Context: an optimization exercise on an open-source flow, tuned for small area. The choices shown serve that exercise and are no tape-out recipe.
RTL that was checked went through simulation tests only; none was proved equivalent to the original.
Power is estimated from default activity; no workload was simulated.

==> inputs of v38 <==
Design filtro_fir, start of the top module:
module filtro_fir
  #(
    parameter WW_INPUT  = 8,
    parameter WW_OUTPUT = 8
    ) 
   (
    input 			  clk,
    input 			  i_en,
    input 			  i_srst,
    input signed [ WW_INPUT-1:0]  i_data,
    output signed [WW_OUTPUT-1:0] o_data
    );
==> module filtro_fir, before the edit <==
module filtro_fir
  #(
    parameter WW_INPUT  = 8,
    parameter WW_OUTPUT = 8
    ) 
   (
    input 			  clk,
    input 			  i_en,
    input 			  i_srst,
    input signed [ WW_INPUT-1:0]  i_data,
    output signed [WW_OUTPUT-1:0] o_data
    );
  localparam WW_COEFF = 8;
   reg  signed [WW_INPUT           -1:0] register [14:1];
   wire signed [         WW_COEFF  -1:0] coeff    [14:0];
   wire signed [WW_INPUT+WW_COEFF  -1:0] prod     [14:0];
   wire signed [WW_INPUT+WW_COEFF+1-1:0] sum      [8:1]; 
   wire signed [WW_INPUT+WW_COEFF+2-1:0] sum1     [4:1]; 
   wire signed [WW_INPUT+WW_COEFF+3-1:0] sum2     [2:1]; 
   wire signed [WW_INPUT+WW_COEFF+4-1:0] sum3; 
   reg signed [WW_INPUT+WW_COEFF   -1:0] prod_d   [14:0];
   reg signed [WW_INPUT+WW_COEFF+4 -1:0] sum3_d;
   reg signed [WW_INPUT+WW_COEFF+1 -1:0] sum_d    [8:1];
    assign coeff[ 0] = 8'hFF;
    assign coeff[ 1] = 8'hFF;
    assign coeff[ 2] = 8'hFF;
    assign coeff[ 3] = 8'h00;
    assign coeff[ 4] = 8'h03;
    assign coeff[ 5] = 8'h08;
    assign coeff[ 6] = 8'h0D;
    assign coeff[ 7] = 8'h10;
    assign coeff[ 8] = 8'h0D;
    assign coeff[ 9] = 8'h08;
    assign coeff[10] = 8'h03;
    assign coeff[11] = 8'h00;
    assign coeff[12] = 8'hFF;
    assign coeff[13] = 8'hFF;
    assign coeff[14] = 8'hFF;
  always @(posedge clk) begin
    if (i_srst == 1'b1) begin
      register[ 1] <= {WW_INPUT{1'b0}};
      register[ 2] <= {WW_INPUT{1'b0}};
      register[ 3] <= {WW_INPUT{1'b0}};
      register[ 4] <= {WW_INPUT{1'b0}};
      register[ 5] <= {WW_INPUT{1'b0}};
      register[ 6] <= {WW_INPUT{1'b0}};
      register[ 7] <= {WW_INPUT{1'b0}};
      register[ 8] <= {WW_INPUT{1'b0}};
      register[ 9] <= {WW_INPUT{1'b0}};
      register[10] <= {WW_INPUT{1'b0}};
      register[11] <= {WW_INPUT{1'b0}};
      register[12] <= {WW_INPUT{1'b0}};
      register[13] <= {WW_INPUT{1'b0}};
      register[14] <= {WW_INPUT{1'b0}};
    end else begin
      if (i_en == 1'b1) begin
        register[ 1] <= i_data;
        register[ 2] <= register[ 1];
        register[ 3] <= register[ 2];
        register[ 4] <= register[ 3];
        register[ 5] <= register[ 4];
        register[ 6] <= register[ 5];
        register[ 7] <= register[ 6];
        register[ 8] <= register[ 7];
        register[ 9] <= register[ 8];
        register[10] <= register[ 9];
        register[11] <= register[10];
        register[12] <= register[11];
        register[13] <= register[12];
	    register[14] <= register[13];
      end
    end
  end
  assign prod[ 0] = coeff[ 0] * i_data;
  assign prod[ 1] = coeff[ 1] * register[ 1];
  assign prod[ 2] = coeff[ 2] * register[ 2];
  assign prod[ 3] = coeff[ 3] * register[ 3];
  assign prod[ 4] = coeff[ 4] * register[ 4];
  assign prod[ 5] = coeff[ 5] * register[ 5];
  assign prod[ 6] = coeff[ 6] * register[ 6];
  assign prod[ 7] = coeff[ 7] * register[ 7];
  assign prod[ 8] = coeff[ 8] * register[ 8];
  assign prod[ 9] = coeff[ 9] * register[ 9];
  assign prod[10] = coeff[10] * register[10];
  assign prod[11] = coeff[11] * register[11];
  assign prod[12] = coeff[12] * register[12];
  assign prod[13] = coeff[13] * register[13];
  assign prod[14] = coeff[14] * register[14];
  always@(posedge clk) begin
    prod_d[ 0] <= prod[ 0];
    prod_d[ 1] <= prod[ 1];
    prod_d[ 2] <= prod[ 2];
    prod_d[ 3] <= prod[ 3];
    prod_d[ 4] <= prod[ 4];
    prod_d[ 5] <= prod[ 5];
    prod_d[ 6] <= prod[ 6];
    prod_d[ 7] <= prod[ 7];
    prod_d[ 8] <= prod[ 8];
    prod_d[ 9] <= prod[ 9];
    prod_d[10] <= prod[10];
    prod_d[11] <= prod[11];
    prod_d[12] <= prod[12];
    prod_d[13] <= prod[13];
    prod_d[14] <= prod[14];
  end
  assign sum[ 1] = prod_d[ 0] + prod_d[ 1]; 
  assign sum[ 2] = prod_d[ 2] + prod_d[ 3];
  assign sum[ 3] = prod_d[ 4] + prod_d[ 5];
  assign sum[ 4] = prod_d[ 6] + prod_d[ 7];
  assign sum[ 5] = prod_d[08] + prod_d[ 9];
  assign sum[ 6] = prod_d[10] + prod_d[11];
  assign sum[ 7] = prod_d[12] + prod_d[13];
  assign sum[ 8] = {prod_d[14][WW_INPUT+WW_COEFF-1],prod_d[14]};
  always@(posedge clk) begin
    sum_d[1] <= sum[1];
    sum_d[2] <= sum[2];
    sum_d[3] <= sum[3];
    sum_d[4] <= sum[4];
    sum_d[5] <= sum[5];
    sum_d[6] <= sum[6];
    sum_d[7] <= sum[7];
    sum_d[8] <= sum[8];
  end
  assign sum1[ 1] = sum_d[ 1] + sum_d[ 2]; 
  assign sum1[ 2] = sum_d[ 3] + sum_d[ 4];
  assign sum1[ 3] = sum_d[ 5] + sum_d[ 6];
  assign sum1[ 4] = sum_d[ 7] + sum_d[ 8];
  assign sum2[ 1] = sum1[ 1] + sum1[ 2]; 
  assign sum2[ 2] = sum1[ 3] + sum1[ 4];
  assign sum3 = sum2[ 1] + sum2[ 2]; 
  always@(posedge clk)
    sum3_d <= sum3;
  SatTruncFP
	inst_SatTruncFP_dataB
	(
	  .i_data(	sum3_d	),
	  .o_data(	o_data	)
	);
endmodule
==> flow/config.mk <==
export PLATFORM = sky130hd
export DESIGN_NAME = filtro_fir
export DESIGN_NICKNAME = filtro_fir
export VERILOG_FILES = /design/flow/design.v
export SDC_FILE = /design/flow/constraint.sdc
export NUM_CORES = 4
export LEC_CHECK = 0
export CAP_MARGIN = 20
export CORE_MARGIN = 2
export CORE_UTILIZATION = 40
export SLEW_MARGIN = 20
==> flow/constraint.sdc <==
create_clock -name core_clock -period 5.5 [get_ports {clk}]
set_input_delay 1.1000 -clock core_clock [delete_from_list [all_inputs] [get_ports {clk}]]
set_output_delay 1.1000 -clock core_clock [all_outputs]
set_load 0.01 [all_outputs]
run.sh (not shown) runs the stock make flow with config.mk's settings and CLKGATE_MAP_FILE= SYNTH_SCRIPT=/design/flow/synth_recipe.tcl, a recipe that flattens the netlist after the stock synthesis.
==> v34: changes against v38 <==
==> flow/design.v (replaced) <==
module SatTruncFP
  #(
    parameter	NB_XI  	= 20,
    parameter	NBF_XI	= 12,
    parameter	NB_XO	= 8,
    parameter	NBF_XO	= 6
    )
   (
    input [(NB_XI)-1:0]  i_data,
    output [(NB_XO)-1:0] o_data
    );
   localparam	NBI_XI	=	NB_XI	-	NBF_XI;
   localparam	NBI_XO	=	NB_XO	-	NBF_XO;
   wire [NB_XO-1:0] 	 aux_Sat;
   wire [NBF_XO-1:0] 	 aux_trunc;
   wire 		 condicion;
   wire [NB_XO-1:0] 	 resultado1;
   wire [NB_XO-1:0] 	 resultado2;
	generate
	   if (NBF_XI >= NBF_XO)
	     begin
		assign	aux_trunc = i_data[(NBF_XI-1):(NBF_XI - NBF_XO)];
	     end
	   else
	     begin
		assign	aux_trunc = {i_data[NBF_XI-1:0],{(NBF_XO - NBF_XI){1'b0}}};
	     end
	   if (NBI_XI > NBI_XO)
	     begin
		assign	condicion		=	(i_data[(NB_XI-2)-:(NBI_XI-NBI_XO)] == {(NBI_XI-NBI_XO){i_data[NB_XI-1]}});
		assign	resultado1		=	{i_data[(NB_XI-1)],{(NB_XO-1){~i_data[(NB_XI-1)]}}};
		assign	resultado2		=	{i_data[(NB_XI-1)],i_data[NBF_XI +:NBI_XO-1],aux_trunc};
		assign	aux_Sat			=	condicion	?	resultado2	:	resultado1;
	     end
	   else
	     begin
		if (NBI_XO == NBI_XI)
                  assign  aux_Sat = {i_data[(NB_XI-1)-:NBI_XI],aux_trunc};
		else
		  assign  aux_Sat	= {{(NBI_XO - NBI_XI){i_data[NB_XI-1]}},i_data[(NB_XI-1)-:NBI_XI],aux_trunc};
	     end
	endgenerate
   assign	o_data=aux_Sat;
endmodule
module filtro_fir
  #(
    parameter WW_INPUT  = 8,
    parameter WW_OUTPUT = 8
    )
   (
    input                         clk,
    input                         i_en,
    input                         i_srst,
    input  signed [ WW_INPUT-1:0] i_data,
    output signed [WW_OUTPUT-1:0] o_data
    );
  reg signed [7:0] d [1:14];
  integer k;
  always @(posedge clk) begin
    if (i_srst) begin
      for (k = 1; k <= 14; k = k + 1) d[k] <= 8'sd0;
    end else if (i_en) begin
      d[1] <= i_data;
      for (k = 2; k <= 14; k = k + 1) d[k] <= d[k-1];
    end
  end
  wire signed [8:0]  a = d[4] + d[10];
  wire signed [8:0]  b = d[5] + d[9];
  wire signed [8:0]  c = d[6] + d[8];
  wire signed [14:0] s = 3*a + 8*b + 13*c + 16*d[7]
                         - i_data - d[1] - d[2] - d[12] - d[13] - d[14];
  reg signed [8:0] r1;
  reg signed [7:0] r2, r3;
  wire [7:0] sat;
  SatTruncFP #(.NB_XI(9), .NBF_XI(6), .NB_XO(8), .NBF_XO(6))
    u_sat (.i_data(r1), .o_data(sat));
  always @(posedge clk) begin
    r1 <= s[14:6];
    r2 <= sat;
    r3 <= r2;
  end
  assign o_data = r3;
endmodule
==> results.txt <==
Slew headroom between 40% and 50%; status failed layout checks; final setup fails 8; failed layout checks negative setup slack; post-route cell area around 11,000 um2; Ys Warns 2; setup ws final -574.0 ps
-- figures above: v34

==> results.txt <==
Slew headroom ~41%; post-route cell area roughly 21,000 um2; Ys Warns 4; Design Power 7.797 mW; top-area cell type share of the netlist area 43.44%; Worst Setup Path Type flip-flop to flip-flop; setup ws final around 750 ps; Flop pwr share between 40% and 50%; status timing/DRC/antenna clean; Hold Path End sum_d[6][1]$_DFF_P_
-- figures above: v38



==> inputs of v22 <==
Another version of the RTL of filtro_fir (not shown whole).
==> flow/config.mk <==
export PLATFORM = sky130hd
export DESIGN_NAME = filtro_fir
export DESIGN_NICKNAME = filtro_fir
export VERILOG_FILES = /design/flow/design.v
export SDC_FILE = /design/flow/constraint.sdc
export NUM_CORES = 4
export LEC_CHECK = 0
export CAP_MARGIN = 20
export CORE_MARGIN = 2
export CORE_UTILIZATION = 70
export CTS_BUF_LIST = sky130_fd_sc_hd__clkbuf_2 sky130_fd_sc_hd__clkbuf_4
export CTS_CLUSTER_DIAMETER = 60
export CTS_CLUSTER_SIZE = 20
export SLEW_MARGIN = 20
export SYNTH_HIERARCHICAL = 1
export SYNTH_MINIMUM_KEEP_SIZE = 0
==> flow/constraint.sdc <==
create_clock -name core_clock -period 5.5 [get_ports {clk}]
set_input_delay 1.1000 -clock core_clock [delete_from_list [all_inputs] [get_ports {clk}]]
set_output_delay 1.1000 -clock core_clock [all_outputs]
set_load 0.01 [all_outputs]
standard.sh (not shown) runs the stock make flow with config.mk's settings and CLKGATE_MAP_FILE= SYNTH_SCRIPT=/design/flow/synth_recipe.tcl, a recipe that flattens the netlist after the stock synthesis.
==> flow/flow/run.sh <==
#!/bin/bash
# Layout flow: the standard flow (standard.sh, unchanged synthesis), with two
# changes to how the layout is built:
#  - clock tree synthesis without dummy loads (clock buffers clkbuf_2/clkbuf_4),
#  - port buffers of the smallest buffer cell.
# Each tool's output goes to standard.log here (ORFS's own logs are under orfs/logs).
set -euo pipefail
bash standard.sh \
  CTS_ARGS="-sink_clustering_enable -repair_clock_nets -dont_use_dummy_load -sink_clustering_size 20 -sink_clustering_max_diameter 60 -buf_list {sky130_fd_sc_hd__clkbuf_2 sky130_fd_sc_hd__clkbuf_4}" \
  BUFFER_PORTS_ARGS="-buffer_cell sky130_fd_sc_hd__buf_1" \
  finish > standard.log 2>&1
==> inputs of v31, as changes to v22 <==
- CORE_UTILIZATION: 70 -> 55
==> inputs of v25, as changes to v22 <==
- CORE_UTILIZATION: 70 -> 45
==> qor summary <==
Final Non-Filler Cells: v31 629; v25 668; v22 597
Origin of the worst min-delay path: v31 r2[6]; v25 r2[2]; v22 r2[3]
Routed length on met3: v31 408 um; v25 391 um; v22 419 um
Antenna cells: v31 0; v25 2; v22 0
Post-placement worst setup slack: v31 0.162 ns; v25 0.121 ns; v22 0.110 ns
Total vias in the final route: v31 3515; v25 3507; v22 3506
Wire length of the first global-routing pass: v31 18700 um; v25 19700 um; v22 18900 um
Cell area after placement: v31 6740 sq um; v25 6790 sq um; v22 6700 sq um
Power Clock: v31 0.000449 W; v25 0.000454 W; v22 0.000446 W
Worst Path Arrival: v31 5.74 ns; v25 5.68 ns; v22 5.66 ns
Layout Cell Area excl Fill: v31 6880 sq um; v25 6930 sq um; v22 6840 sq um
Clk pin slew, worst setup/hold paths: v31 0.10 ns; v25 0.10 ns; v22 0.12 ns
Period utilization: v31 97.0%; v25 96.1%; v22 96.4%
Status: v31 finished clean; v25 finished clean; v22 finished clean
Power density of the placed cells: v31 310 nW/um^2; v25 311 nW/um^2; v22 314 nW/um^2
Peak VDD IR: v31 284 uV; v25 178 uV; v22 198 uV
WL/cell: v31 17.6 um; v25 17.1 um; v22 18.6 um
Met2 routed WL: v31 5340 um; v25 5800 um; v22 5640 um
Combinational share of power: v31 23.1%; v25 23.7%; v22 23.6%


==> inputs of run F <==
filtro_fir, a different RTL version from the one above (not shown whole).
Settings: LEC_CHECK=0, CAP_MARGIN=20, CORE_MARGIN=2, CORE_UTILIZATION=55, CTS_BUF_LIST=sky130_fd_sc_hd__clkbuf_2 sky130_fd_sc_hd__clkbuf_4, CTS_CLUSTER_DIAMETER=60, CTS_CLUSTER_SIZE=20, SLEW_MARGIN=20, SYNTH_HIERARCHICAL=1, SYNTH_MINIMUM_KEEP_SIZE=0; clock period 5.5 ns.
Scripts as last shown in full above: flow/flow/run.sh
==> inputs of run R, as changes to run F <==
--- a/flow/design.v
+++ b/flow/design.v
@@ -425,13 +425,13 @@
   wire s199, c200;
   fir_xnor u_s199 (.a(c184), .b(s197), .y(s199));
   fir_or u_c200 (.a(c184), .b(s197), .y(c200));
   wire s201, c202;
   fir_fa u_s201 (.a(s199), .b(c186), .c(s55), .s(s201), .co(c202));
   wire s203, c204;
-  fir_ha u_s203 (.a(s58), .b(c188), .s(s203), .co(c204));
+  fir_fa u_s203 (.a(s58), .b(c188), .c(s201), .s(s203), .co(c204));
   wire s205, c206;
   fir_fa u_s205 (.a(d5[6]), .b(d7[5]), .c(d9[6]), .s(s205), .co(c206));
   wire s207, c208;
   fir_xnor u_s207 (.a(c190), .b(s205), .y(s207));
   fir_or u_c208 (.a(c190), .b(s205), .y(c208));
   wire s209, c210;
@@ -473,13 +473,12 @@
   wire c242 = ~s146 & c241;
   reg  r1r0_6;
   reg  r1r1_6;
   reg  r1r0_7;
   reg  r1r1_7;
   reg  r1r0_8;
-  reg  r1r1_8;
   reg  r1r0_9;
   reg  r1r1_9;
   reg  r1r2_9;
   reg  r1r0_10;
   reg  r1r1_10;
   reg  r1r0_11;
@@ -490,14 +489,13 @@
   reg  r1c;
   always @(posedge clk) begin
     r1r0_6 <= s167;
     r1r1_6 <= ~c147;
     r1r0_7 <= s185;
     r1r1_7 <= s187;
-    r1r0_8 <= s201;
-    r1r1_8 <= s203;
+    r1r0_8 <= s203;
     r1r0_9 <= s58;
     r1r1_9 <= c204;
     r1r2_9 <= s215;
     r1r0_10 <= c216;
     r1r1_10 <= s225;
     r1r0_11 <= s231;
@@ -509,13 +507,13 @@
   end
   wire s243, c244;
   fir_fa u_s243 (.a(r1r0_6), .b(r1r1_6), .c(r1c), .s(s243), .co(c244));
   wire s245, c246;
   fir_fa u_s245 (.a(r1r0_7), .b(r1r1_7), .c(c244), .s(s245), .co(c246));
   wire s247, c248;
-  fir_fa u_s247 (.a(r1r0_8), .b(r1r1_8), .c(c246), .s(s247), .co(c248));
+  fir_ha u_s247 (.a(r1r0_8), .b(c246), .s(s247), .co(c248));
   wire s249, c250;
   fir_fa u_s249 (.a(r1r0_9), .b(r1r1_9), .c(r1r2_9), .s(s249), .co(c250));
   wire s251, c252;
   fir_ha u_s251 (.a(c248), .b(s249), .s(s251), .co(c252));
   wire s253, c254;
   fir_fa u_s253 (.a(r1r0_10), .b(r1r1_10), .c(c250), .s(s253), .co(c254));
==> flow/flow/run.sh (replaced) <==
#!/bin/bash
# Layout flow: the standard flow (standard.sh) with three changes to how the
# layout is built; the standard synthesis itself runs unchanged.
#  1. After synthesis, remap_flips.py folds each inverter that feeds only a delay-line
#     bit cell into that cell (inv_1 + a22o_1 -> a2bb2o_1, inv_1 + o22a_1 -> o2bb2a_1).
#     Registers are not touched.
#  2. Clock tree synthesis without dummy loads (clock buffers clkbuf_2/clkbuf_4).
#  3. Port buffers of the smallest buffer cell.
# Logs: synth.log (synthesis), remap.log, standard.log (the rest of the flow); ORFS's
# per-step logs are under orfs/logs.
set -euo pipefail
RES=$PWD/orfs/results/$FLOW_PLATFORM/filtro_fir/base
bash standard.sh synth > synth.log 2>&1
cp "$RES/1_2_yosys.v" "$RES/1_2_yosys.std.v"
python3 flow/remap_flips.py "$RES/1_2_yosys.std.v" "$RES/1_2_yosys.v" > remap.log 2>&1
rm -f "$RES/1_synth.odb" "$RES/1_synth.sdc"
bash standard.sh \
  CTS_ARGS="-sink_clustering_enable -repair_clock_nets -dont_use_dummy_load -sink_clustering_size 20 -sink_clustering_max_diameter 60 -buf_list {sky130_fd_sc_hd__clkbuf_2 sky130_fd_sc_hd__clkbuf_4}" \
  BUFFER_PORTS_ARGS="-buffer_cell sky130_fd_sc_hd__buf_1" \
  finish > standard.log 2>&1
==> flow/flow/remap_flips.py (new file) <==
#!/usr/bin/env python3
"""Fold the inverter in front of a delay-line bit cell into the cell.

A delay-line bit that loads the inverse of the previous entry is synthesized as
inv_1 + a22o_1 (n = ld&~a | hd&q) or inv_1 + o22a_1 (n = (~a|hs) & (q|ls)).
sky130 has these functions as single cells: a2bb2o_1 (~A1_N&~A2_N | B1&B2) with
A2_N = hs = ~ld, and o2bb2a_1 ((~A1_N|~A2_N) & (B1|B2)) with A2_N = ld = ~hs.
Only combinational cells change; every register keeps its name and cell.
usage: remap_flips.py IN.v OUT.v
"""
import re, sys

src = open(sys.argv[1]).read()
inst_re = re.compile(r'(\n  (sky130_fd_sc_hd__\w+) (\S+) \((.*?)\n  \);)', re.S)
pin_re = re.compile(r'\.(\w+)\(([^()]*?)\)')
insts = []
for m in inst_re.finditer(src):
    pins = {p: n.strip() for p, n in pin_re.findall(m.group(4))}
    insts.append({'text': m.group(1), 'cell': m.group(2), 'name': m.group(3), 'pins': pins})
OUTS = {'X', 'Y', 'Q', 'Q_N', 'SUM', 'COUT', 'HI', 'LO'}
loads = {}
driver = {}
for it in insts:
    for p, n in it['pins'].items():
        if p in OUTS: driver[n] = it
        else: loads.setdefault(n, []).append((it, p))
# nets ld and hs: ld = ~hs must be an inverter in the netlist
def inv_pair(a, y):
    d = driver.get(y)
    return d is not None and d['cell'].startswith('sky130_fd_sc_hd__inv_') and d['pins'].get('A') == a
if not (inv_pair('hs', 'ld') or inv_pair('ld', 'hs')):
    sys.stderr.write('remap_flips: no ld/hs inverter pair found; netlist left as is\n')
    open(sys.argv[2], 'w').write(src); sys.exit(0)

def esc(n):
    return n + ' ' if n.startswith('\\') else n

out = src
n_done = 0
for it in insts:
    if it['cell'] not in ('sky130_fd_sc_hd__a22o_1', 'sky130_fd_sc_hd__o22a_1'): continue
    p = it['pins']
    want = 'ld' if it['cell'].endswith('a22o_1') else 'hs'
    pairs = [('A1', 'A2'), ('B1', 'B2')]
    found = None
    for x, y in pairs:
        for dp, cp in ((x, y), (y, x)):
            f = p[dp]; dinv = driver.get(f)
            if p[cp] == want and dinv is not None and dinv['cell'] == 'sky130_fd_sc_hd__inv_1' \
               and len(loads.get(f, [])) == 1 and f not in ('ld', 'hs', 'hd', 'ls'):
                other = [q for q in pairs if q != (x, y)][0]
                found = (dinv, dinv['pins']['A'], p[other[0]], p[other[1]])
    if not found: continue
    dinv, a, o1, o2 = found
    if it['cell'].endswith('a22o_1'):
        new = (f"\n  sky130_fd_sc_hd__a2bb2o_1 {it['name']} (\n    .A1_N({esc(a)}),\n    .A2_N(hs),\n"
               f"    .B1({esc(o1)}),\n    .B2({esc(o2)}),\n    .X({esc(p['X'])})\n  );")
    else:
        new = (f"\n  sky130_fd_sc_hd__o2bb2a_1 {it['name']} (\n    .A1_N({esc(a)}),\n    .A2_N(ld),\n"
               f"    .B1({esc(o1)}),\n    .B2({esc(o2)}),\n    .X({esc(p['X'])})\n  );")
    out = out.replace(it['text'], new, 1)
    out = out.replace(dinv['text'], '', 1)
    n_done += 1
sys.stderr.write(f'remap_flips: folded {n_done} inverters\n')
open(sys.argv[2], 'w').write(out)
==> qor summary <==
metric	run F	run R
Run status	timing/DRC/antenna clean	timing/DRC/antenna clean
Maximum ir drop on the vdd rail	0.000145 V	0.000306 V
Post-Route M1 WL	5.00 mm	5.01 mm
Clock tree sinks	145	144
Proportion of final cell area spent on non-clock buffers	1.48%	1.28%
P_seq	1.20 mW	1.19 mW
Global-route wire length before repair	19.1 mm	18.9 mm
Area used by sequential logic in the layout	0.00290 mm^2	0.00288 mm^2
Filler cell count	966	945
Multi-input combinational area share	49.9%	50.9%
GR met3 Demand/Resource	4.77%	6.10%
Total core area	0.0115 mm^2	0.0114 mm^2
Worst slack after detailed placement	0.231 ns	0.152 ns
NetSw	0.625 mW	0.623 mW
Power per cell area	311 mW/mm^2	313 mW/mm^2
Area growth from synthesis to layout	6.10%	5.91%
Worst Hold Endpoint	r3[3]$_DFF_P_	r3[2]$_DFF_P_
Global routing usage on met1	26.5%	26.7%
Multi-input gate area	0.00346 mm^2	0.00348 mm^2
Final core utilization	60.1%	59.9%
Fraction of area in registers	41.9%	42.2%
Initial DRC Count	154	199
Final critical-path share of the clock period	95.4%	96.7%
For run F, only the layout was checked, not whether the RTL still works.

==> re-timing with driven ports <==
The flow's constraints put no driver on any port. The routed layouts listed below were extracted and timed again, unchanged, in two steps. Step 1: set_driving_cell puts a clkbuf_16 on clk and a buf_2 on each other input, an assumption about the parent block. Step 2 moves the port delays by t, midway between the first and last clock arrival at a register: inputs arrive t later, outputs are due t later. That takes back most of the time a late clock gives input paths. a / b / c = ideal / step 1 / step 2; a / b = the first two.
| run | t (ns) | setup WS [ns] | latest minus earliest clock arrival (ns) | worst slew at a driven data input, ns | pins driven straight from the clock port |
|---|---|---|---|---|---|
| v38 | 0.607 | 0.751 / 0.751 / 0.751 | 0.012 / 0.012 | 0.04 | 1 |
| v34 | 0.475 | -0.574 / -0.574 / -0.979 | 0.013 / 0.013 | 0.04 | 1 |
| v22 | 0.510 | 0.201 / 0.201 / 0.201 | 0.036 / 0.035 | 0.03 | 1 |
| v31 | 0.556 | 0.164 / 0.164 / 0.164 | 0.026 / 0.027 | 0.03 | 1 |
| v25 | 0.557 | 0.217 / 0.217 / 0.217 | 0.026 / 0.026 | 0.04 | 1 |
| run F | 0.551 | 0.253 / 0.253 / 0.253 | 0.033 / 0.033 | 0.03 | 1 |
| run R | 0.544 | 0.182 / 0.182 / 0.182 | 0.033 / 0.033 | 0.03 | 1 |
The setup slack of v34, which loses most, moves by 0.000 ns with the drivers and by -0.405 ns with both steps.
